Background: an optimization exercise with open tools, aiming at small area and a short achievable clock period. Do not read the settings as production practice.
In this exercise RTL edits were held to simulation tests only and were not proved equivalent to the original.
No activity file was given, so power comes from the tool's default toggle rates.

File: design/flow/flow/run.sh
#!/bin/bash
set -o pipefail
export BUFFER_PORTS_ARGS="-buffer_cell sky130_fd_sc_hd__buf_1"
cp standard.sh standard_sh.txt 2>/dev/null
bash standard.sh > standard.log 2>&1
File: design/flow/standard.sh
#!/bin/bash
# synth_recipe.tcl (not shown) runs the flow's synth.tcl, then flattens the netlist and writes it again
# the make line also repeats each setting of config.mk as NAME=value (left out here)
make -C /OpenROAD-flow-scripts/flow DESIGN_CONFIG=/design/flow/config.mk WORK_HOME=/design/flow/orfs CLKGATE_MAP_FILE= SYNTH_SCRIPT=/design/flow/synth_recipe.tcl "${@:-finish}"
File: design/flow/config.mk
export PLATFORM = sky130hd
export DESIGN_NAME = complex
export DESIGN_NICKNAME = complex
export VERILOG_FILES = /design/flow/design.v
export SDC_FILE = /design/flow/constraint.sdc
export NUM_CORES = 4
export LEC_CHECK = 0
export CAP_MARGIN = 20
export CORE_MARGIN = 2
export CORE_UTILIZATION = 40
export CTS_BUF_LIST = sky130_fd_sc_hd__clkbuf_4
export PLACE_DENSITY = 0.6
export SETUP_SLACK_MARGIN = 3.5
export SLEW_MARGIN = 20
export SYNTH_HIERARCHICAL = 1
File: design/flow/constraint.sdc
create_clock -name core_clock -period 10.0 [get_ports {clk}]
set_input_delay 2.0000 -clock core_clock [delete_from_list [all_inputs] [get_ports {clk}]]
set_output_delay 2.0000 -clock core_clock [all_outputs]
set_load 0.01 [all_outputs]
File: design/flow/design.v
module HA(input a, input b, output s, output co);
  assign s = a ^ b;
  assign co = a & b;
endmodule
module HAN(input a, input b, output s, output co);
  assign s = ~(a ^ b);
  OR2 o (a, b, co);
endmodule
module OR2(input a, input b, output y);
  assign y = a | b;
endmodule
module FA(input a, input b, input c, output s, output co);
  assign s = a ^ b ^ c;
  assign co = (a & b) | (a & c) | (b & c);
endmodule
module FA1(input a, input b, output s, output co);
  assign s = ~(a ^ b);
  OR2 o (a, b, co);
endmodule
module complex(clk, a0, a1, b0, b1, im, re);
  input clk;
  input [7:0] a0, a1, b0, b1;
  output reg [15:0] im, re;
  wire [15:0] re_d, im_d;
  wire rs1;
  wire rc2;
  wire rs3;
  wire rc4;
  wire rs5;
  wire rc6;
  wire rs7;
  wire rc8;
  wire rs9;
  wire rc10;
  wire rs11;
  wire rc12;
  wire rs13;
  wire rc14;
  wire rs15;
  wire rc16;
  wire rs17;
  wire rc18;
  wire rs19;
  wire rc20;
  wire rs21;
  wire rc22;
  wire rs23;
  wire rc24;
  wire rs25;
  wire rc26;
  wire rs27;
  wire rc28;
  wire rs29;
  wire rc30;
  wire rs31;
  wire rc32;
  wire rs33;
  wire rc34;
  wire rs35;
  wire rc36;
  wire rs37;
  wire rc38;
  wire rs39;
  wire rc40;
  wire rs41;
  wire rc42;
  wire rs43;
  wire rc44;
  wire rs45;
  wire rc46;
  wire rs47;
  wire rc48;
  wire rs49;
  wire rc50;
  wire rs51;
  wire rc52;
  wire rs53;
  wire rc54;
  wire rs55;
  wire rc56;
  wire rs57;
  wire rc58;
  wire rs59;
  wire rc60;
  wire rs61;
  wire rc62;
  wire rs63;
  wire rc64;
  wire rn65;
  wire rs66;
  wire rc67;
  wire rs68;
  wire rc69;
  wire rs70;
  wire rc71;
  wire rs72;
  wire rc73;
  wire rs74;
  wire rc75;
  wire rs76;
  wire rc77;
  wire rs78;
  wire rc79;
  wire rs80;
  wire rc81;
  wire rs82;
  wire rc83;
  wire rs84;
  wire rc85;
  wire rs86;
  wire rc87;
  wire rs88;
  wire rc89;
  wire rs90;
  wire rc91;
  wire rs92;
  wire rc93;
  wire rs94;
  wire rc95;
  wire rs96;
  wire rc97;
  wire rs98;
  wire rc99;
  wire rs100;
  wire rc101;
  wire rs102;
  wire rc103;
  wire rs104;
  wire rc105;
  wire rs106;
  wire rc107;
  wire rs108;
  wire rc109;
  wire rs110;
  wire rc111;
  wire rs112;
  wire rc113;
  wire rs114;
  wire rc115;
  wire rs116;
  wire rc117;
  wire rs118;
  wire rc119;
  wire rs120;
  wire rc121;
  wire rn122;
  wire rs123;
  wire rc124;
  wire rs125;
  wire rc126;
  wire rs127;
  wire rc128;
  wire rs129;
  wire rc130;
  wire rs131;
  wire rc132;
  wire rs133;
  wire rc134;
  wire rs135;
  wire rc136;
  wire rs137;
  wire rc138;
  wire rs139;
  wire rc140;
  wire rs141;
  wire rc142;
  wire rs143;
  wire rc144;
  wire rs145;
  wire rc146;
  wire rs147;
  wire rc148;
  wire rs149;
  wire rc150;
  wire rs151;
  wire rc152;
  wire rs153;
  wire rc154;
  wire rs155;
  wire rc156;
  wire rs157;
  wire rc158;
  wire rs159;
  wire rc160;
  wire rs161;
  wire rc162;
  wire rs163;
  wire rc164;
  wire rs165;
  wire rc166;
  wire rs167;
  wire rc168;
  wire rs169;
  wire rc170;
  wire rs171;
  wire rc172;
  wire rs173;
  wire rc174;
  wire rs175;
  wire rc176;
  wire rs177;
  wire rc178;
  wire rs179;
  wire rc180;
  wire rs181;
  wire rc182;
  wire rs183;
  wire rc184;
  wire rs185;
  wire rc186;
  wire rs187;
  wire rc188;
  wire rs189;
  wire rc190;
  wire rs191;
  wire rc192;
  wire rs193;
  wire rc194;
  wire rs195;
  wire rc196;
  wire rs197;
  wire rc198;
  wire rs199;
  wire rc200;
  wire rs201;
  wire rc202;
  wire rs203;
  wire rc204;
  wire rs205;
  wire rc206;
  wire rs207;
  wire rc208;
  wire rs209;
  wire rc210;
  wire rs211;
  wire rc212;
  wire rs213;
  wire rc214;
  wire rs215;
  wire rc216;
  wire rs217;
  wire rc218;
  wire rs219;
  wire rc220;
  wire rs221;
  wire rc222;
  wire rs223;
  wire rc224;
  wire rs225;
  wire rc226;
  wire rars227;
  wire rarc228;
  wire rars229;
  wire rarc230;
  wire rars231;
  wire rarc232;
  wire rars233;
  wire rarc234;
  wire rars235;
  wire rarc236;
  wire rars237;
  wire rarc238;
  wire rahs239;
  wire rahc240;
  wire rahs241;
  wire rahc242;
  wire rahs243;
  wire rahc244;
  wire rahs245;
  wire rahc246;
  wire rahs247;
  wire rahc248;
  wire rahs249;
  wire rahc250;
  wire rahs251;
  wire rahc252;
  wire rahs253;
  wire rahc254;
  wire rahs255;
  wire rahc256;
  wire rahs257;
  wire rahc258;
  wire rag259;
  wire rag260;
  wire rap261;
  wire rag262;
  wire rap263;
  wire rag264;
  wire rap265;
  wire rag266;
  wire rap267;
  wire rag268;
  wire rag269;
  wire rap270;
  wire rag271;
  wire rag272;
  wire rag273;
  wire rag274;
  wire rag275;
  wire rag276;
  wire rag277;
  wire is278;
  wire ic279;
  wire is280;
  wire ic281;
  wire is282;
  wire ic283;
  wire is284;
  wire ic285;
  wire is286;
  wire ic287;
  wire is288;
  wire ic289;
  wire is290;
  wire ic291;
  wire is292;
  wire ic293;
  wire is294;
  wire ic295;
  wire is296;
  wire ic297;
  wire is298;
  wire ic299;
  wire is300;
  wire ic301;
  wire is302;
  wire ic303;
  wire is304;
  wire ic305;
  wire is306;
  wire ic307;
  wire is308;
  wire ic309;
  wire is310;
  wire ic311;
  wire is312;
  wire ic313;
  wire is314;
  wire ic315;
  wire is316;
  wire ic317;
  wire is318;
  wire ic319;
  wire is320;
  wire ic321;
  wire is322;
  wire ic323;
  wire is324;
  wire ic325;
  wire is326;
  wire ic327;
  wire is328;
  wire ic329;
  wire is330;
  wire ic331;
  wire is332;
  wire ic333;
  wire is334;
  wire ic335;
  wire is336;
  wire ic337;
  wire is338;
  wire ic339;
  wire is340;
  wire ic341;
  wire is342;
  wire ic343;
  wire is344;
  wire ic345;
  wire is346;
  wire ic347;
  wire is348;
  wire ic349;
  wire is350;
  wire ic351;
  wire is352;
  wire ic353;
  wire is354;
  wire ic355;
  wire is356;
  wire ic357;
  wire is358;
  wire ic359;
  wire is360;
  wire ic361;
  wire is362;
  wire ic363;
  wire is364;
  wire ic365;
  wire is366;
  wire ic367;
  wire is368;
  wire ic369;
  wire is370;
  wire ic371;
  wire is372;
  wire ic373;
  wire is374;
  wire ic375;
  wire is376;
  wire ic377;
  wire is378;
  wire ic379;
  wire is380;
  wire ic381;
  wire is382;
  wire ic383;
  wire is384;
  wire ic385;
  wire is386;
  wire ic387;
  wire is388;
  wire ic389;
  wire is390;
  wire ic391;
  wire is392;
  wire ic393;
  wire is394;
  wire ic395;
  wire is396;
  wire ic397;
  wire is398;
  wire ic399;
  wire is400;
  wire ic401;
  wire is402;
  wire ic403;
  wire is404;
  wire ic405;
  wire is406;
  wire ic407;
  wire is408;
  wire ic409;
  wire is410;
  wire ic411;
  wire is412;
  wire ic413;
  wire is414;
  wire ic415;
  wire is416;
  wire ic417;
  wire is418;
  wire ic419;
  wire is420;
  wire ic421;
  wire is422;
  wire ic423;
  wire is424;
  wire ic425;
  wire is426;
  wire ic427;
  wire is428;
  wire ic429;
  wire is430;
  wire ic431;
  wire is432;
  wire ic433;
  wire is434;
  wire ic435;
  wire is436;
  wire ic437;
  wire is438;
  wire ic439;
  wire is440;
  wire ic441;
  wire is442;
  wire ic443;
  wire is444;
  wire ic445;
  wire is446;
  wire ic447;
  wire is448;
  wire ic449;
  wire is450;
  wire ic451;
  wire is452;
  wire ic453;
  wire is454;
  wire ic455;
  wire is456;
  wire ic457;
  wire is458;
  wire ic459;
  wire is460;
  wire ic461;
  wire is462;
  wire ic463;
  wire is464;
  wire ic465;
  wire is466;
  wire ic467;
  wire is468;
  wire ic469;
  wire is470;
  wire ic471;
  wire is472;
  wire ic473;
  wire is474;
  wire ic475;
  wire is476;
  wire ic477;
  wire is478;
  wire ic479;
  wire is480;
  wire ic481;
  wire is482;
  wire ic483;
  wire is484;
  wire ic485;
  wire is486;
  wire ic487;
  wire iars488;
  wire iarc489;
  wire iars490;
  wire iarc491;
  wire iars492;
  wire iarc493;
  wire iars494;
  wire iarc495;
  wire iars496;
  wire iarc497;
  wire iars498;
  wire iarc499;
  wire iahs500;
  wire iahc501;
  wire iahs502;
  wire iahc503;
  wire iahs504;
  wire iahc505;
  wire iahs506;
  wire iahc507;
  wire iahs508;
  wire iahc509;
  wire iahs510;
  wire iahc511;
  wire iahs512;
  wire iahc513;
  wire iahs514;
  wire iahc515;
  wire iahs516;
  wire iahc517;
  wire iahs518;
  wire iahc519;
  wire iag520;
  wire iag521;
  wire iap522;
  wire iag523;
  wire iap524;
  wire iag525;
  wire iap526;
  wire iag527;
  wire iap528;
  wire iag529;
  wire iag530;
  wire iap531;
  wire iag532;
  wire iag533;
  wire iag534;
  wire iag535;
  wire iag536;
  wire iag537;
  wire iag538;
  FA1 ru2 ((a0[0] & b0[6]), (a0[1] & b0[5]), rs1, rc2);
  FA1 ru4 ((a0[0] & b0[7]), (a0[1] & b0[6]), rs3, rc4);
  FA ru6 ((a0[2] & b0[5]), (a0[3] & b0[4]), (a0[4] & b0[3]), rs5, rc6);
  HA ru8 ((a0[5] & b0[2]), (a0[6] & b0[1]), rs7, rc8);
  FA1 ru10 ((a0[1] & b0[7]), (a0[2] & b0[6]), rs9, rc10);
  FA ru12 ((a0[3] & b0[5]), (a0[4] & b0[4]), (a0[5] & b0[3]), rs11, rc12);
  HA ru14 ((a0[6] & b0[2]), (a0[7] & b0[1]), rs13, rc14);
  FA ru16 ((a0[2] & b0[7]), (a0[3] & b0[6]), (a0[4] & b0[5]), rs15, rc16);
  FA1 ru18 ((a0[0] & b0[4]), (a0[1] & b0[3]), rs17, rc18);
  FA1 ru20 ((a0[0] & b0[5]), (a0[1] & b0[4]), rs19, rc20);
  FA ru22 ((a0[2] & b0[3]), (a0[3] & b0[2]), (a0[4] & b0[1]), rs21, rc22);
  HA ru24 ((a0[5] & b0[0]), ~(a1[0] & b1[5]), rs23, rc24);
  FA ru26 ((a0[2] & b0[4]), (a0[3] & b0[3]), (a0[4] & b0[2]), rs25, rc26);
  FA ru28 ((a0[5] & b0[1]), (a0[6] & b0[0]), ~(a1[0] & b1[6]), rs27, rc28);
  FA ru30 (~(a1[1] & b1[5]), ~(a1[2] & b1[4]), ~(a1[3] & b1[3]), rs29, rc30);
  HA ru32 (~(a1[4] & b1[2]), ~(a1[5] & b1[1]), rs31, rc32);
  FA ru34 ((a0[7] & b0[0]), ~(a1[0] & b1[7]), ~(a1[1] & b1[6]), rs33, rc34);
  FA ru36 (~(a1[2] & b1[5]), ~(a1[3] & b1[4]), ~(a1[4] & b1[3]), rs35, rc36);
  FA ru38 (~(a1[5] & b1[2]), ~(a1[6] & b1[1]), ~(a1[7] & b1[0]), rs37, rc38);
  FA ru40 (rc2, rs3, rs7, rs39, rc40);
  FA ru42 (~(a1[1] & b1[7]), ~(a1[2] & b1[6]), ~(a1[3] & b1[5]), rs41, rc42);
  FA ru44 (~(a1[4] & b1[4]), ~(a1[5] & b1[3]), ~(a1[6] & b1[2]), rs43, rc44);
  FA ru46 (~(a1[7] & b1[1]), rc4, rc8, rs45, rc46);
  FA ru48 (rs9, rs13, rc6, rs47, rc48);
  FA ru50 ((a0[5] & b0[4]), (a0[6] & b0[3]), (a0[7] & b0[2]), rs49, rc50);
  FA ru52 (~(a1[2] & b1[7]), ~(a1[3] & b1[6]), ~(a1[4] & b1[5]), rs51, rc52);
  FA ru54 (~(a1[5] & b1[4]), ~(a1[6] & b1[3]), ~(a1[7] & b1[2]), rs53, rc54);
  FA ru56 (rc10, rc14, rc12, rs55, rc56);
  FA ru58 ((a0[3] & b0[7]), (a0[4] & b0[6]), (a0[5] & b0[5]), rs57, rc58);
  FA ru60 ((a0[6] & b0[4]), (a0[7] & b0[3]), ~(a1[3] & b1[7]), rs59, rc60);
  FA ru62 (~(a1[4] & b1[6]), ~(a1[5] & b1[5]), ~(a1[6] & b1[4]), rs61, rc62);
  FA ru64 ((a0[4] & b0[7]), (a0[5] & b0[6]), (a0[6] & b0[5]), rs63, rc64);
  assign rn65 = ~(a0[0] & b0[2]);
  FA1 ru67 ((a0[0] & b0[3]), (a0[1] & b0[2]), rs66, rc67);
  FA ru69 ((a0[2] & b0[1]), (a0[3] & b0[0]), ~(a1[0] & b1[3]), rs68, rc69);
  FA ru71 ((a0[2] & b0[2]), (a0[3] & b0[1]), (a0[4] & b0[0]), rs70, rc71);
  FA ru73 (~(a1[0] & b1[4]), ~(a1[1] & b1[3]), ~(a1[2] & b1[2]), rs72, rc73);
  HA ru75 (~(a1[3] & b1[1]), ~(a1[4] & b1[0]), rs74, rc75);
  FA ru77 (~(a1[1] & b1[4]), ~(a1[2] & b1[3]), ~(a1[3] & b1[2]), rs76, rc77);
  FA ru79 (~(a1[4] & b1[1]), ~(a1[5] & b1[0]), rc18, rs78, rc79);
  FA ru81 (rs19, rs23, rc75, rs80, rc81);
  FA ru83 (~(a1[6] & b1[0]), rc20, rs1, rs82, rc83);
  FA ru85 (rc24, rs31, rc22, rs84, rc85);
  FA ru87 (rc77, rs25, rs27, rs86, rc87);
  FA ru89 (rc32, rc26, rc28, rs88, rc89);
  FA ru91 (rc30, rs5, rs33, rs90, rc91);
  FA ru93 (rs35, rs37, rc83, rs92, rc93);
  FA ru95 (rc34, rc36, rc38, rs94, rc95);
  FA ru97 (rs11, rs41, rs43, rs96, rc97);
  FA ru99 (rc40, rs45, rc89, rs98, rc99);
  FA ru101 (rc42, rc44, rs15, rs100, rc101);
  FA ru103 (rs49, rs51, rs53, rs102, rc103);
  FA ru105 (rc46, rc48, rc95, rs104, rc105);
  FA ru107 (~(a1[7] & b1[3]), rc16, rc50, rs106, rc107);
  FA ru109 (rc52, rc54, rs57, rs108, rc109);
  FA ru111 (rs59, rs61, rc56, rs110, rc111);
  FA ru113 ((a0[7] & b0[4]), ~(a1[4] & b1[7]), ~(a1[5] & b1[6]), rs112, rc113);
  FA ru115 (~(a1[6] & b1[5]), ~(a1[7] & b1[4]), rc58, rs114, rc115);
  FA ru117 (rc60, rc62, rs63, rs116, rc117);
  FA ru119 ((a0[5] & b0[7]), (a0[6] & b0[6]), (a0[7] & b0[5]), rs118, rc119);
  FA ru121 (~(a1[5] & b1[7]), ~(a1[6] & b1[6]), ~(a1[7] & b1[5]), rs120, rc121);
  assign rn122 = ~(a0[0] & b0[1]);
  FA ru124 ((a0[1] & b0[1]), (a0[2] & b0[0]), ~(a1[0] & b1[2]), rs123, rc124);
  HA ru126 (~(a1[1] & b1[1]), ~(a1[2] & b1[0]), rs125, rc126);
  FA ru128 (~(a1[1] & b1[2]), ~(a1[2] & b1[1]), ~(a1[3] & b1[0]), rs127, rc128);
  FA ru130 ((a0[0] & b0[2]), rs66, rc126, rs129, rc130);
  FA ru132 (rc67, rs17, rs74, rs131, rc132);
  FA ru134 (rc69, rc128, rs70, rs133, rc134);
  FA ru136 (rc71, rc73, rs21, rs135, rc136);
  FA ru138 (rs76, rs78, rc132, rs137, rc138);
  FA ru140 (rs29, rc79, rc81, rs139, rc140);
  FA ru142 (rs82, rs84, rc136, rs141, rc142);
  FA ru144 (rs39, rc85, rc87, rs143, rc144);
  FA ru146 (rs88, rs90, rc140, rs145, rc146);
  FA ru148 (rs47, rc91, rs94, rs147, rc148);
  FA ru150 (rs96, rc93, rs98, rs149, rc150);
  FA ru152 (rs55, rc97, rs100, rs151, rc152);
  FA ru154 (rs102, rc99, rs104, rs153, rc154);
  FA ru156 (rc101, rc103, rs106, rs155, rc156);
  FA ru158 (rs108, rc105, rs110, rs157, rc158);
  FA ru160 (rs112, rc107, rc109, rs159, rc160);
  FA ru162 (rs114, rs116, rc111, rs161, rc162);
  FA ru164 (rc64, rc113, rs118, rs163, rc164);
  FA ru166 (rs120, rc115, rc117, rs165, rc166);
  FA ru168 ((a0[6] & b0[7]), (a0[7] & b0[6]), ~(a1[6] & b1[7]), rs167, rc168);
  FA ru170 (~(a1[7] & b1[6]), rc119, rc121, rs169, rc170);
  HA ru172 ((a0[1] & b0[0]), ~(a1[0] & b1[1]), rs171, rc172);
  FA ru174 ((a0[0] & b0[1]), rn65, rs125, rs173, rc174);
  FA ru176 (rc124, rs68, rs127, rs175, rc176);
  FA ru178 (rs72, rc130, rs131, rs177, rc178);
  FA ru180 (rs80, rc134, rs135, rs179, rc180);
  FA ru182 (rs86, rc138, rs139, rs181, rc182);
  FA ru184 (rs92, rc142, rs143, rs183, rc184);
  FA ru186 (rc144, rs147, rc146, rs185, rc186);
  FA ru188 (rc148, rs151, rc150, rs187, rc188);
  FA ru190 (rc152, rs155, rc154, rs189, rc190);
  FA ru192 (rc156, rs159, rc158, rs191, rc192);
  FA ru194 (rs163, rc160, rs165, rs193, rc194);
  FA ru196 (rs167, rc164, rs169, rs195, rc196);
  FA ru198 ((a0[7] & b0[7]), ~(a1[7] & b1[7]), rc168, rs197, rc198);
  HA ru200 (~(a1[1] & b1[0]), rn122, rs199, rc200);
  FA ru202 (rc172, rc200, rs123, rs201, rc202);
  FA ru204 (rc174, rs129, rc202, rs203, rc204);
  FA ru206 (rc176, rs133, rs177, rs205, rc206);
  FA ru208 (rs137, rc178, rs179, rs207, rc208);
  FA ru210 (rs141, rc180, rs181, rs209, rc210);
  FA ru212 (rc182, rs145, rs183, rs211, rc212);
  FA ru214 (rs149, rc184, rs185, rs213, rc214);
  FA ru216 (rs153, rc186, rs187, rs215, rc216);
  FA ru218 (rs157, rc188, rs189, rs217, rc218);
  FA ru220 (rs161, rc190, rs191, rs219, rc220);
  FA ru222 (rc162, rs193, rc192, rs221, rc222);
  FA ru224 (rc166, rs195, rc194, rs223, rc224);
  FA ru226 (rc170, rs197, rc196, rs225, rc226);
  FA raru228 ((a0[0] & b0[0]), ~(a1[0] & b1[0]), 1'b1, rars227, rarc228);
  FA raru230 (rs171, rs199, rarc228, rars229, rarc230);
  FA raru232 (rs173, rs201, rarc230, rars231, rarc232);
  FA raru234 (rs175, rs203, rarc232, rars233, rarc234);
  FA raru236 (rc204, rs205, rarc234, rars235, rarc236);
  FA raru238 (rc206, rs207, rarc236, rars237, rarc238);
  HA rahu240 (rc208, rs209, rahs239, rahc240);
  HA rahu242 (rc210, rs211, rahs241, rahc242);
  HA rahu244 (rc212, rs213, rahs243, rahc244);
  HA rahu246 (rc214, rs215, rahs245, rahc246);
  HA rahu248 (rc216, rs217, rahs247, rahc248);
  HA rahu250 (rc218, rs219, rahs249, rahc250);
  HA rahu252 (rc220, rs221, rahs251, rahc252);
  HA rahu254 (rc222, rs223, rahs253, rahc254);
  HA rahu256 (rc224, rs225, rahs255, rahc256);
  HA rahu258 (rc198, rc226, rahs257, rahc258);
  assign rag259 = rahc240 | (rahs239 & rarc238);
  assign rag260 = rahc244 | (rahs243 & rahc242);
  assign rap261 = rahs243 & rahs241;
  assign rag262 = rahc248 | (rahs247 & rahc246);
  assign rap263 = rahs247 & rahs245;
  assign rag264 = rahc252 | (rahs251 & rahc250);
  assign rap265 = rahs251 & rahs249;
  assign rag266 = rahc256 | (rahs255 & rahc254);
  assign rap267 = rahs255 & rahs253;
  assign rag268 = rag260 | (rap261 & rag259);
  assign rag269 = rag264 | (rap265 & rag262);
  assign rap270 = rap265 & rap263;
  assign rag271 = rag269 | (rap270 & rag268);
  assign rag272 = rag262 | (rap263 & rag268);
  assign rag273 = rag266 | (rap267 & rag271);
  assign rag274 = rahc242 | (rahs241 & rag259);
  assign rag275 = rahc246 | (rahs245 & rag268);
  assign rag276 = rahc250 | (rahs249 & rag272);
  assign rag277 = rahc254 | (rahs253 & rag271);
  HAN iu279 (~(a0[0] & b1[6]), ~(a0[1] & b1[5]), is278, ic279);
  FA iu281 (~(a0[0] & b1[7]), ~(a0[1] & b1[6]), ~(a0[2] & b1[5]), is280, ic281);
  FA iu283 (~(a0[3] & b1[4]), ~(a0[4] & b1[3]), ~(a0[5] & b1[2]), is282, ic283);
  FA iu285 (~(a0[1] & b1[7]), ~(a0[2] & b1[6]), ~(a0[3] & b1[5]), is284, ic285);
  HAN iu287 (~(a0[4] & b1[4]), ~(a0[5] & b1[3]), is286, ic287);
  HAN iu289 (~(a0[2] & b1[7]), ~(a0[3] & b1[6]), is288, ic289);
  HAN iu291 (~(a0[0] & b1[4]), ~(a0[1] & b1[3]), is290, ic291);
  FA iu293 (~(a0[0] & b1[5]), ~(a0[1] & b1[4]), ~(a0[2] & b1[3]), is292, ic293);
  FA iu295 (~(a0[3] & b1[2]), ~(a0[4] & b1[1]), ~(a0[5] & b1[0]), is294, ic295);
  FA iu297 (~(a0[2] & b1[4]), ~(a0[3] & b1[3]), ~(a0[4] & b1[2]), is296, ic297);
  FA iu299 (~(a0[5] & b1[1]), ~(a0[6] & b1[0]), ~(a1[0] & b0[6]), is298, ic299);
  FA iu301 (~(a1[1] & b0[5]), ~(a1[2] & b0[4]), ~(a1[3] & b0[3]), is300, ic301);
  FA iu303 (~(a0[6] & b1[1]), ~(a0[7] & b1[0]), ~(a1[0] & b0[7]), is302, ic303);
  FA iu305 (~(a1[1] & b0[6]), ~(a1[2] & b0[5]), ~(a1[3] & b0[4]), is304, ic305);
  FA iu307 (~(a1[4] & b0[3]), ~(a1[5] & b0[2]), ~(a1[6] & b0[1]), is306, ic307);
  HAN iu309 (~(a1[7] & b0[0]), ic279, is308, ic309);
  FA iu311 (~(a0[6] & b1[2]), ~(a0[7] & b1[1]), ~(a1[1] & b0[7]), is310, ic311);
  FA iu313 (~(a1[2] & b0[6]), ~(a1[3] & b0[5]), ~(a1[4] & b0[4]), is312, ic313);
  FA iu315 (~(a1[5] & b0[3]), ~(a1[6] & b0[2]), ~(a1[7] & b0[1]), is314, ic315);
  FA iu317 (is286, ic281, ic283, is316, ic317);
  FA iu319 (~(a0[4] & b1[5]), ~(a0[5] & b1[4]), ~(a0[6] & b1[3]), is318, ic319);
  FA iu321 (~(a0[7] & b1[2]), ~(a1[2] & b0[7]), ~(a1[3] & b0[6]), is320, ic321);
  FA iu323 (~(a1[4] & b0[5]), ~(a1[5] & b0[4]), ~(a1[6] & b0[3]), is322, ic323);
  FA iu325 (~(a1[7] & b0[2]), ic287, is288, is324, ic325);
  FA iu327 (~(a0[3] & b1[7]), ~(a0[4] & b1[6]), ~(a0[5] & b1[5]), is326, ic327);
  FA iu329 (~(a0[6] & b1[4]), ~(a0[7] & b1[3]), ~(a1[3] & b0[7]), is328, ic329);
  FA iu331 (~(a1[4] & b0[6]), ~(a1[5] & b0[5]), ~(a1[6] & b0[4]), is330, ic331);
  FA iu333 (~(a0[4] & b1[7]), ~(a0[5] & b1[6]), ~(a0[6] & b1[5]), is332, ic333);
  FA iu335 (~(a0[0] & b1[3]), ~(a0[1] & b1[2]), ~(a0[2] & b1[1]), is334, ic335);
  FA iu337 (~(a0[2] & b1[2]), ~(a0[3] & b1[1]), ~(a0[4] & b1[0]), is336, ic337);
  FA iu339 (~(a1[0] & b0[4]), ~(a1[1] & b0[3]), ~(a1[2] & b0[2]), is338, ic339);
  FA iu341 (~(a1[0] & b0[5]), ~(a1[1] & b0[4]), ~(a1[2] & b0[3]), is340, ic341);
  FA iu343 (~(a1[3] & b0[2]), ~(a1[4] & b0[1]), ~(a1[5] & b0[0]), is342, ic343);
  HAN iu345 (ic291, ic337, is344, ic345);
  FA iu347 (~(a1[4] & b0[2]), ~(a1[5] & b0[1]), ~(a1[6] & b0[0]), is346, ic347);
  FA iu349 (is278, ic293, ic295, is348, ic349);
  FA iu351 (ic341, ic343, is296, is350, ic351);
  FA iu353 (ic297, ic299, ic301, is352, ic353);
  FA iu355 (ic347, is280, is282, is354, ic355);
  FA iu357 (is302, is304, is306, is356, ic357);
  FA iu359 (ic303, ic305, ic307, is358, ic359);
  FA iu361 (is284, is310, is312, is360, ic361);
  FA iu363 (is314, ic309, ic353, is362, ic363);
  FA iu365 (ic285, ic311, ic313, is364, ic365);
  FA iu367 (ic315, is318, is320, is366, ic367);
  FA iu369 (is322, is324, ic317, is368, ic369);
  FA iu371 (~(a1[7] & b0[3]), ic289, ic319, is370, ic371);
  FA iu373 (ic321, ic323, is326, is372, ic373);
  FA iu375 (is328, is330, ic325, is374, ic375);
  FA iu377 (~(a0[7] & b1[4]), ~(a1[4] & b0[7]), ~(a1[5] & b0[6]), is376, ic377);
  FA iu379 (~(a1[6] & b0[5]), ~(a1[7] & b0[4]), ic327, is378, ic379);
  FA iu381 (ic329, ic331, is332, is380, ic381);
  FA iu383 (~(a0[5] & b1[7]), ~(a0[6] & b1[6]), ~(a0[7] & b1[5]), is382, ic383);
  FA iu385 (~(a1[5] & b0[7]), ~(a1[6] & b0[6]), ~(a1[7] & b0[5]), is384, ic385);
  FA iu387 (~(a0[0] & b1[2]), ~(a0[1] & b1[1]), ~(a0[2] & b1[0]), is386, ic387);
  FA iu389 (~(a0[3] & b1[0]), ~(a1[0] & b0[3]), ~(a1[1] & b0[2]), is388, ic389);
  HAN iu391 (~(a1[2] & b0[1]), ~(a1[3] & b0[0]), is390, ic391);
  FA iu393 (~(a1[3] & b0[1]), ~(a1[4] & b0[0]), is290, is392, ic393);
  FA iu395 (ic391, ic335, ic389, is394, ic395);
  FA iu397 (ic339, is292, is294, is396, ic397);
  FA iu399 (is340, is342, is344, is398, ic399);
  FA iu401 (is298, is300, is346, is400, ic401);
  FA iu403 (ic345, is348, ic397, is402, ic403);
  FA iu405 (is308, ic349, ic351, is404, ic405);
  FA iu407 (is352, ic401, is354, is406, ic407);
  FA iu409 (is316, ic355, ic357, is408, ic409);
  FA iu411 (is358, is360, is362, is410, ic411);
  FA iu413 (ic359, ic361, is364, is412, ic413);
  FA iu415 (is366, ic363, is368, is414, ic415);
  FA iu417 (ic365, ic367, is370, is416, ic417);
  FA iu419 (is372, is374, ic369, is418, ic419);
  FA iu421 (is376, ic371, ic373, is420, ic421);
  FA iu423 (is378, is380, ic375, is422, ic423);
  FA iu425 (ic333, ic377, is382, is424, ic425);
  FA iu427 (is384, ic379, ic381, is426, ic427);
  FA iu429 (~(a0[6] & b1[7]), ~(a0[7] & b1[6]), ~(a1[6] & b0[7]), is428, ic429);
  FA iu431 (~(a1[7] & b0[6]), ic383, ic385, is430, ic431);
  HAN iu433 (~(a0[0] & b1[1]), ~(a0[1] & b1[0]), is432, ic433);
  FA iu435 (~(a1[0] & b0[2]), ~(a1[1] & b0[1]), ~(a1[2] & b0[0]), is434, ic435);
  FA iu437 (is390, ic387, ic435, is436, ic437);
  FA iu439 (is336, is338, is392, is438, ic439);
  FA iu441 (ic393, ic395, is396, is440, ic441);
  FA iu443 (is350, is400, ic399, is442, ic443);
  FA iu445 (is356, ic403, is404, is444, ic445);
  FA iu447 (ic405, ic407, is408, is446, ic447);
  FA iu449 (ic409, is412, ic411, is448, ic449);
  FA iu451 (ic413, is416, ic415, is450, ic451);
  FA iu453 (ic417, is420, is422, is452, ic453);
  FA iu455 (is424, ic421, is426, is454, ic455);
  FA iu457 (is428, ic425, is430, is456, ic457);
  FA iu459 (~(a0[7] & b1[7]), ~(a1[7] & b0[7]), ic429, is458, ic459);
  HAN iu461 (~(a1[0] & b0[1]), ~(a1[1] & b0[0]), is460, ic461);
  FA iu463 (ic433, ic461, is386, is462, ic463);
  FA iu465 (is334, is388, is436, is464, ic465);
  FA iu467 (ic437, is394, is438, is466, ic467);
  FA iu469 (is398, ic439, is440, is468, ic469);
  FA iu471 (is402, ic441, is442, is470, ic471);
  FA iu473 (is406, ic443, is444, is472, ic473);
  FA iu475 (is410, ic445, is446, is474, ic475);
  FA iu477 (is414, ic447, is448, is476, ic477);
  FA iu479 (is418, ic449, is450, is478, ic479);
  FA iu481 (ic419, is452, ic451, is480, ic481);
  FA iu483 (ic423, is454, ic453, is482, ic483);
  FA iu485 (ic427, is456, ic455, is484, ic485);
  FA iu487 (ic431, is458, ic457, is486, ic487);
  FA iaru489 (~(a0[0] & b1[0]), ~(a1[0] & b0[0]), 1'b1, iars488, iarc489);
  FA iaru491 (is432, is460, iarc489, iars490, iarc491);
  FA iaru493 (is434, is462, iarc491, iars492, iarc493);
  FA iaru495 (ic463, is464, iarc493, iars494, iarc495);
  FA iaru497 (ic465, is466, iarc495, iars496, iarc497);
  FA iaru499 (ic467, is468, iarc497, iars498, iarc499);
  HA iahu501 (ic469, is470, iahs500, iahc501);
  HA iahu503 (ic471, is472, iahs502, iahc503);
  HA iahu505 (ic473, is474, iahs504, iahc505);
  HA iahu507 (ic475, is476, iahs506, iahc507);
  HA iahu509 (ic477, is478, iahs508, iahc509);
  HA iahu511 (ic479, is480, iahs510, iahc511);
  HA iahu513 (ic481, is482, iahs512, iahc513);
  HA iahu515 (ic483, is484, iahs514, iahc515);
  HA iahu517 (ic485, is486, iahs516, iahc517);
  HA iahu519 (ic459, ic487, iahs518, iahc519);
  assign iag520 = iahc501 | (iahs500 & iarc499);
  assign iag521 = iahc505 | (iahs504 & iahc503);
  assign iap522 = iahs504 & iahs502;
  assign iag523 = iahc509 | (iahs508 & iahc507);
  assign iap524 = iahs508 & iahs506;
  assign iag525 = iahc513 | (iahs512 & iahc511);
  assign iap526 = iahs512 & iahs510;
  assign iag527 = iahc517 | (iahs516 & iahc515);
  assign iap528 = iahs516 & iahs514;
  assign iag529 = iag521 | (iap522 & iag520);
  assign iag530 = iag525 | (iap526 & iag523);
  assign iap531 = iap526 & iap524;
  assign iag532 = iag530 | (iap531 & iag529);
  assign iag533 = iag523 | (iap524 & iag529);
  assign iag534 = iag527 | (iap528 & iag532);
  assign iag535 = iahc503 | (iahs502 & iag520);
  assign iag536 = iahc507 | (iahs506 & iag529);
  assign iag537 = iahc511 | (iahs510 & iag533);
  assign iag538 = iahc515 | (iahs514 & iag532);
  assign re_d[0] = rars227;
  assign re_d[1] = rars229;
  assign re_d[2] = rars231;
  assign re_d[3] = rars233;
  assign re_d[4] = rars235;
  assign re_d[5] = rars237;
  assign re_d[6] = rahs239 ^ rarc238;
  assign re_d[7] = rahs241 ^ rag259;
  assign re_d[8] = rahs243 ^ rag274;
  assign re_d[9] = rahs245 ^ rag268;
  assign re_d[10] = rahs247 ^ rag275;
  assign re_d[11] = rahs249 ^ rag272;
  assign re_d[12] = rahs251 ^ rag276;
  assign re_d[13] = rahs253 ^ rag271;
  assign re_d[14] = rahs255 ^ rag277;
  assign re_d[15] = rahs257 ^ rag273;
  assign im_d[0] = ~(iars488);
  assign im_d[1] = ~(iars490);
  assign im_d[2] = ~(iars492);
  assign im_d[3] = ~(iars494);
  assign im_d[4] = ~(iars496);
  assign im_d[5] = ~(iars498);
  assign im_d[6] = ~(iahs500 ^ iarc499);
  assign im_d[7] = ~(iahs502 ^ iag520);
  assign im_d[8] = ~(iahs504 ^ iag535);
  assign im_d[9] = ~(iahs506 ^ iag529);
  assign im_d[10] = ~(iahs508 ^ iag536);
  assign im_d[11] = ~(iahs510 ^ iag533);
  assign im_d[12] = ~(iahs512 ^ iag537);
  assign im_d[13] = ~(iahs514 ^ iag532);
  assign im_d[14] = ~(iahs516 ^ iag538);
  assign im_d[15] = ~(iahs518 ^ iag534);
  always @(posedge clk) begin
    re <= re_d;
    im <= im_d;
  end
endmodule
==> results of run 1 <==
-- worst min-delay path by stage --
stage,startpoint,end,cells after the start
final,a1[0],re[0],3
after global routing,a1[0],re[0],3
after CTS,a1[0],re[0],3
after detailed placement,re[0],re[0],1
after global placement,re[4],re[4],1
after floorplan,im[0],im[0],0
-- cell usage after synthesis, types with 2 or more instances --
master | count | area [sq um]
o21ai_0 | 2 | 10.0
nor2_1 | 13 | 48.8
inv_1 | 16 | 60.1
xnor2_1 | 21 | 184
nand2_1 | 205 | 769
o21ai_1 | 2 | 10.0
o211ai_1 | 3 | 22.5
ha_1 | 37 | 463
a21oi_1 | 8 | 40.0
xor2_1 | 3 | 26.3
fa_1 | 206 | 4120
clkbuf_1 | 48 | 180
or2_1 | 18 | 113
dfxtp_1 | 32 | 641
and2_1 | 62 | 388
-- cell families after synthesis --
family	synth area share
mux	0.00296
flops	0.0891
simple gates	0.187
buf+inv	0.0334
compound gates	0.0193
xor+xnor	0.0292
other cells	0.000522
fa+ha+maj	0.638
-- power breakdown --
part / switching (mW) / internal, mW
logic: 1.03 / 0.888
registers: 0.0146 / 0.244
clock network: 0.0471 / 0.0244
total: 1.10 / 1.16
-- flip-flops by register name, indices dropped and copies added, names as in the netlist --
register  cells
re           16
im           16
-- layout make-up --
class | count | area, sq um
Clock buffer | 5 | 37.5
Multi-Input combinational cell | 593 | 6310
Sequential cell | 32 | 641
Fill cell | 1732 | 10100
Clock inverter | 2 | 7.51
Antenna cell | 1 | 2.50
Inverter | 16 | 60.1
Timing Repair Buffer | 66 | 295
Tap cell | 229 | 287
-- cells in the final DEF (no fill, tap or decap), types with 2 or more instances in the layout --
cell type	count
clkinv_1	2
and2_1	62
buf_1	34
ha_1	37
a21oi_1	8
o211ai_1	3
clkbuf_4	6
inv_1	16
o21ai_0	2
buf_4	2
o21ai_1	2
clkbuf_2	14
or2_1	18
nor2_1	13
buf_2	15
xnor2_1	21
xor2_1	3
dfxtp_1	32
nand2_1	205
conb_1	2
fa_1	206
-- per-module statistics from Yosys, one instance, submodules excluded --
module,area (sq um),flip-flops and latches
complex,2490,32
FA,20.0,0
HA,12.5,0
FA1,8.76,0
HAN,8.76,0
OR2,6.26,0
-- routing by layer --
layer | vias to the layer above | global-route usage
met2 | 182 | 0.307
met1 | 2522 | 0.238
met3 | 5 | 0.0374
met5 | - | 0
met4 | 0 | 0.0451
li1 | 2127 | -
-- per-stage QoR --
stage	std cells	setup slack, ps	instance area [sq um]
detailed placement	936	2950	7550
floorplan	689	3510	7190
global placement	936	3040	7550
finish	944	3760	7640
CTS	943	3500	7640
global route	944	3510	7640
-- repair_timing --
item / in CTS / in global routing
setup buffers: 0 / 0
endpoints found under the setup margin: 3 / 8
cloned: 0 / 0
pin swaps: 0 / 0
gates resized for setup: 16 / 42
==> impl_metrics.ini, run 1 <==
[clock_network]
cts.sinks = 32
cts_buffers = 5
clkTransAtPathRegs_ps = 100
ctsHoldBuffers = 0
cts_tree = done
clock_path_buffers = 2
cts_root_buf = clkbuf_4
htreeDepth = 2

[critical_path]
slowest_delay_ps = 510
crit_buf_inv = 1
cp_max_fo = 16
worst_setup_path_end_kind = flip-flop
required_ps = 10300
startpoint = a0[2]
critPathCapture = re[14]
cp_slowest_cell = fa_1
critical_path_depth = 15
worstPathArrival_ps = 6540
cp-start-kind = input port
path_class = input port to flip-flop
cpMostUsedCell = fa_1
path_cells = clkbuf_2 > and2_1 > fa_1 > fa_1 > fa_1 > fa_1 > fa_1 > fa_1 > ha_1 > a21oi_1 > o21ai_0 > or2_1 > ha_1 > nor2_1 > xnor2_1
cp_top_family = adder cells

[drt]
dr_wl_met3_mm = 1.08
drc = 0
top_layer_used = met4
wl_met1_mm = 6.53
firstDrtPassIters = 7
drt_wl_total_mm = 15.8
routed-wl-met2_mm = 8.05
route.vias.total = 4836
initialDrtViolationCount = 299
ant_nets = 0
viasPerCell = 5.12
wl_per_cell_um = 16.7

[sta]
whs_ps = 2160
fin_setup_tns_ps = 0
rsz0062_at_grt = false
fin_crit_ps = 6240
max_freq_ghz = 0.160
drv_slew = 0
fin_crit_sh = 0.624
finalSetupViolCount = 0
hold_viol_final = 0

[grt]
grt_pass1_vias = 5486
grt_pass1_wl_mm = 27.6
grtUsageTotal = 0.180
grt.overflow.total = 0
antenna_found_initial = 1
grt_max_degree = 17

[floorplan]
die_h_um = 138
core_sq_um = 17800
rows = 49
die_w_um = 138
start_util = 0.404
die_area_sq_um = 19100
ioPinCount = 65

[synth]
synth_flop_cell = dfxtp_1
syn_inst = 688
yosysWarnings = 7
async_flop_share = 0
ys_ff_latch = 32
synth_edf_count = 0
ys_seq_area_frac = 0.0891
synth_cell_types = 27
synth.avg_cell_area_sq_um = 10.4
synth_area_sq_um = 7190

[placed_design]
place_hpwl_mm = 12.2
portBuffers = 64
gp_congestion = 0.850

[hold_path]
hold_path.class = input port to flip-flop

[cells_and_area]
drive_gt1_frac = 0.0588
utilization = 0.430
area_growth_pct = 6.30
layout.nets = 990

[pwr]
pwr_density_cell_nw_per_um2 = 295
power_mw = 2.25
ir_worst_vdd_mv = 0.212
power_leakage_nw = 2.92

[outcome]
status = complete, no violations

[job]
drv_cap = 0
==> run 2, diff against run 1 <==
--- a/design/flow/config.mk
+++ b/design/flow/config.mk
@@ -8,7 +8,6 @@
 export CAP_MARGIN = 20
 export CORE_MARGIN = 2
 export CORE_UTILIZATION = 40
-export CTS_BUF_LIST = sky130_fd_sc_hd__clkbuf_4
 export PLACE_DENSITY = 0.6
 export SETUP_SLACK_MARGIN = 3.5
 export SLEW_MARGIN = 20
==> run 2 against run 1 <==
Via count grew 0.33%. Wire length grew 0.32%. Sequential power is essentially flat. Combinational power is essentially flat. Largest cell class unchanged. Total power grew 4.5%. Die area is the same. Fmax shrank 0.10%. Critical path depth is the same. Setup slack lost 6.5 ps. Cell area grew 1.6%. Sequential cell count is the same.
==> impl_metrics.ini, run 2 <==
[synth]
synth_flop_cell = dfxtp_1
synth_area_leader_cell = fa_1
synth_area_sq_um = 7190
async_flop_share = 0
synth.avg_cell_area_sq_um = 10.4
synth_edf_count = 0
synth_most_common_cell = fa_1
yosysTopAreaCellShare = 0.574
synthTopCellsByCount = fa_1 (206), nand2_1 (205), and2_1 (62), clkbuf_1 (48), ha_1 (37)
synth.area.top_cells = fa_1 (57%), nand2_1 (11%), dfxtp_1 (8.9%)
syn_inst = 688
synth_cell_types = 27
ys_seq_area_frac = 0.0891
ys_ff_latch = 32
yosysWarnings = 7

[sta]
max_freq_ghz = 0.160
finalSetupViolCount = 0
fin_setup_tns_ps = 0
fin_crit_ps = 6250
rsz0062_at_grt = false
fin_crit_sh = 0.625
hold_viol_final = 0
drv_slew = 0

[clock_network]
htreeDepth = 2
clkTransAtPathRegs_ps = 50
clock_path_buffers = 2
cts_tree = done
cts_buffers = 5
cts.sinks = 32
cts_root_buf = clkbuf_16
cts_setup_buffers = 0

[critical_path]
cp-start-kind = input port
required_ps = 10220
worstPathArrival_ps = 6460
path_class = input port to flip-flop
worst_setup_path_end_kind = flip-flop
cp_max_fo = 16

[floorplan]
die_w_um = 138
die_h_um = 138
die_area_sq_um = 19100
core_sq_um = 17800
start_util = 0.404
ioPinCount = 65
rows = 49

[cells_and_area]
area_growth_pct = 7.95
final_common_cell = fa_1
n_antenna_cell = 0
mostFrequentLayoutCells = fa_1 (206), nand2_1 (205), and2_1 (62)
layout.nets = 990
fill_cells = 1717
drive_gt1_frac = 0.0630
utilization = 0.436
largestRegisters = im (16), re (16)

[hold_path]
hold_path.class = input port to flip-flop

[pwr]
clock_power_share = 0.068
combPwrFrac = 0.822
switching_share = 0.472
power.internal_mw = 1.24
pwr_density_cell_nw_per_um2 = 303
p_switching_mw = 1.11
power_mw = 2.35
power_frac_seq = 0.110
ir_worst_vdd_mv = 0.210
power_leakage_nw = 2.97

[grt]
grt_max_degree = 17
antenna_found_initial = 0
grt.overflow.total = 0
grtUsageTotal = 0.181
grt_pass1_vias = 5517
grt_pass1_wl_mm = 27.7

[drt]
route.vias.total = 4852
drc = 0
ant_nets = 0
viasPerCell = 5.15
drt_wl_total_mm = 15.9
firstDrtPassIters = 5
wl_per_cell_um = 16.8
initialDrtViolationCount = 337

[placed_design]
place_hpwl_mm = 12.2
portBuffers = 64
gp_congestion = 0.850

[job]
drv_cap = 0

[outcome]
status = complete, no violations
[run 2: cell counts after synthesis]
No cell type changed its count.
[run 2: power groups by stage]
stage                     Sequential [mW]  Combinational (mW)  Clock (mW)
after floorplan                     0.297                1.52           0
after global placement              0.263                1.96           0
after detailed placement            0.264                1.98           0
after CTS                           0.261                1.99       0.167
after global routing                0.265                2.30       0.172
final                               0.259                1.93       0.160
[run 2: path summary, 6_finish.rpt]
kind,from,end,slack [ps],cells past startpoint
setup / recovery,b0[0],re[14],3750,15
hold / removal,a1[0],re[0],2250,3
[run 2: cells by family (layout without fill, tap and decap cells)]
kind of cell               Yosys count  in the layout  share of synthesized area
and+or+nand+nor                    302            302                      0.187
muxes                                2              2                    0.00296
buffers and inverters               64             89                     0.0334
adders and majority gates          243            243                      0.638
other                                1              2                   0.000522
DFF                                 32             32                     0.0891
AOI/OAI and AO/OA                   20             20                     0.0193
xor gates and xnor gates            24             24                     0.0292
[run 2: timing repair]
action / in CTS / in global routing
gates cloned: 0 / 0
endpoints found under the hold margin: 0 / 0
hold buffers: 0 / 0
endpoints found under the setup margin: 4 / 6
resized for setup: 32 / 24
pin swaps: 0 / 0
[run 2: final cells by class]
type                    instances  area (sq um)  share of cell area
clock buffers                   7           153              0.0197
inverters                      16          60.1             0.00774
multi-input cells             593          6310               0.814
flip-flops and latches         32           641              0.0826
well taps                     229           287              0.0369
repair buffers                 66           305              0.0393
[run 2: modules after synthesis, one instance, submodules excluded]
| module | cells inside | times used | cell area, sq um |
|---|---|---|---|
| FA1 | 1 | 6 | 8.76 |
| FA | 1 | 206 | 20.0 |
| HAN | 1 | 9 | 8.76 |
| OR2 | 1 | 15 | 6.26 |
| HA | 1 | 28 | 12.5 |
| complex | 424 | 1 | 2490 |
[run 2: worst max-delay path: stages]
cell	delay (ps)
buf_2	210
and2_1	220
fa_1	450
fa_1	470
fa_1	460
fa_1	390
fa_1	510
fa_1	410
ha_1	340
a21oi_2	170
o21ai_0	130
or2_1	260
ha_1	190
nor2_1	120
xnor2_1	120
[run 2: per-layer routing]
metal | track usage | wire length, um | up-vias
met5 | 0 | 0 | -
met4 | 0.0467 | 172 | 0
met3 | 0.0364 | 1210 | 8
met2 | 0.307 | 7920 | 200
met1 | 0.238 | 6560 | 2518
li1 | - | - | 2126
[run 2: metrics by stage]
stage / worst slack [ps] / hold WS [ps] / std cells / instance area (sq um)
2_1_floorplan: 3510 / 2300 / 689 / 7190
3_3_place_gp: 3040 / 2390 / 936 / 7550
3_5_place_dp: 2950 / 2390 / 936 / 7550
4_1_cts: 3480 / 2250 / 943 / 7780
5_1_grt: 3510 / 2290 / 943 / 7760
6_report: 3750 / 2250 / 943 / 7760

port drivers added, routing unchanged:
The results above use ideal ports. As a check the final layouts listed here were re-extracted and re-timed, cells and wires unchanged. Step 1 assumes that a clkbuf_16 drives the clock port and a buf_2 every other input. Step 2, shift: input delay + t, output delay - t, t = (earliest + latest rising clock arrival at the registers) / 2. This alone moves slack from input paths to output paths. Three values: ideal, step 1, step 2; two values: the first two.
run	t, ns	setup WS [ns]	worst register clock-pin slew, ns	worst data-port slew with drivers (ns)
run 1	0.405	3.760 / 3.777 / 3.371	0.10 / 0.10	0.04
run 2	0.329	3.753 / 3.773 / 3.444	0.05 / 0.05	0.04
After both steps every run listed still meets setup and hold. The setup slack of run 1, which loses most, moves by +0.017 ns with the drivers and by -0.389 ns with both steps.
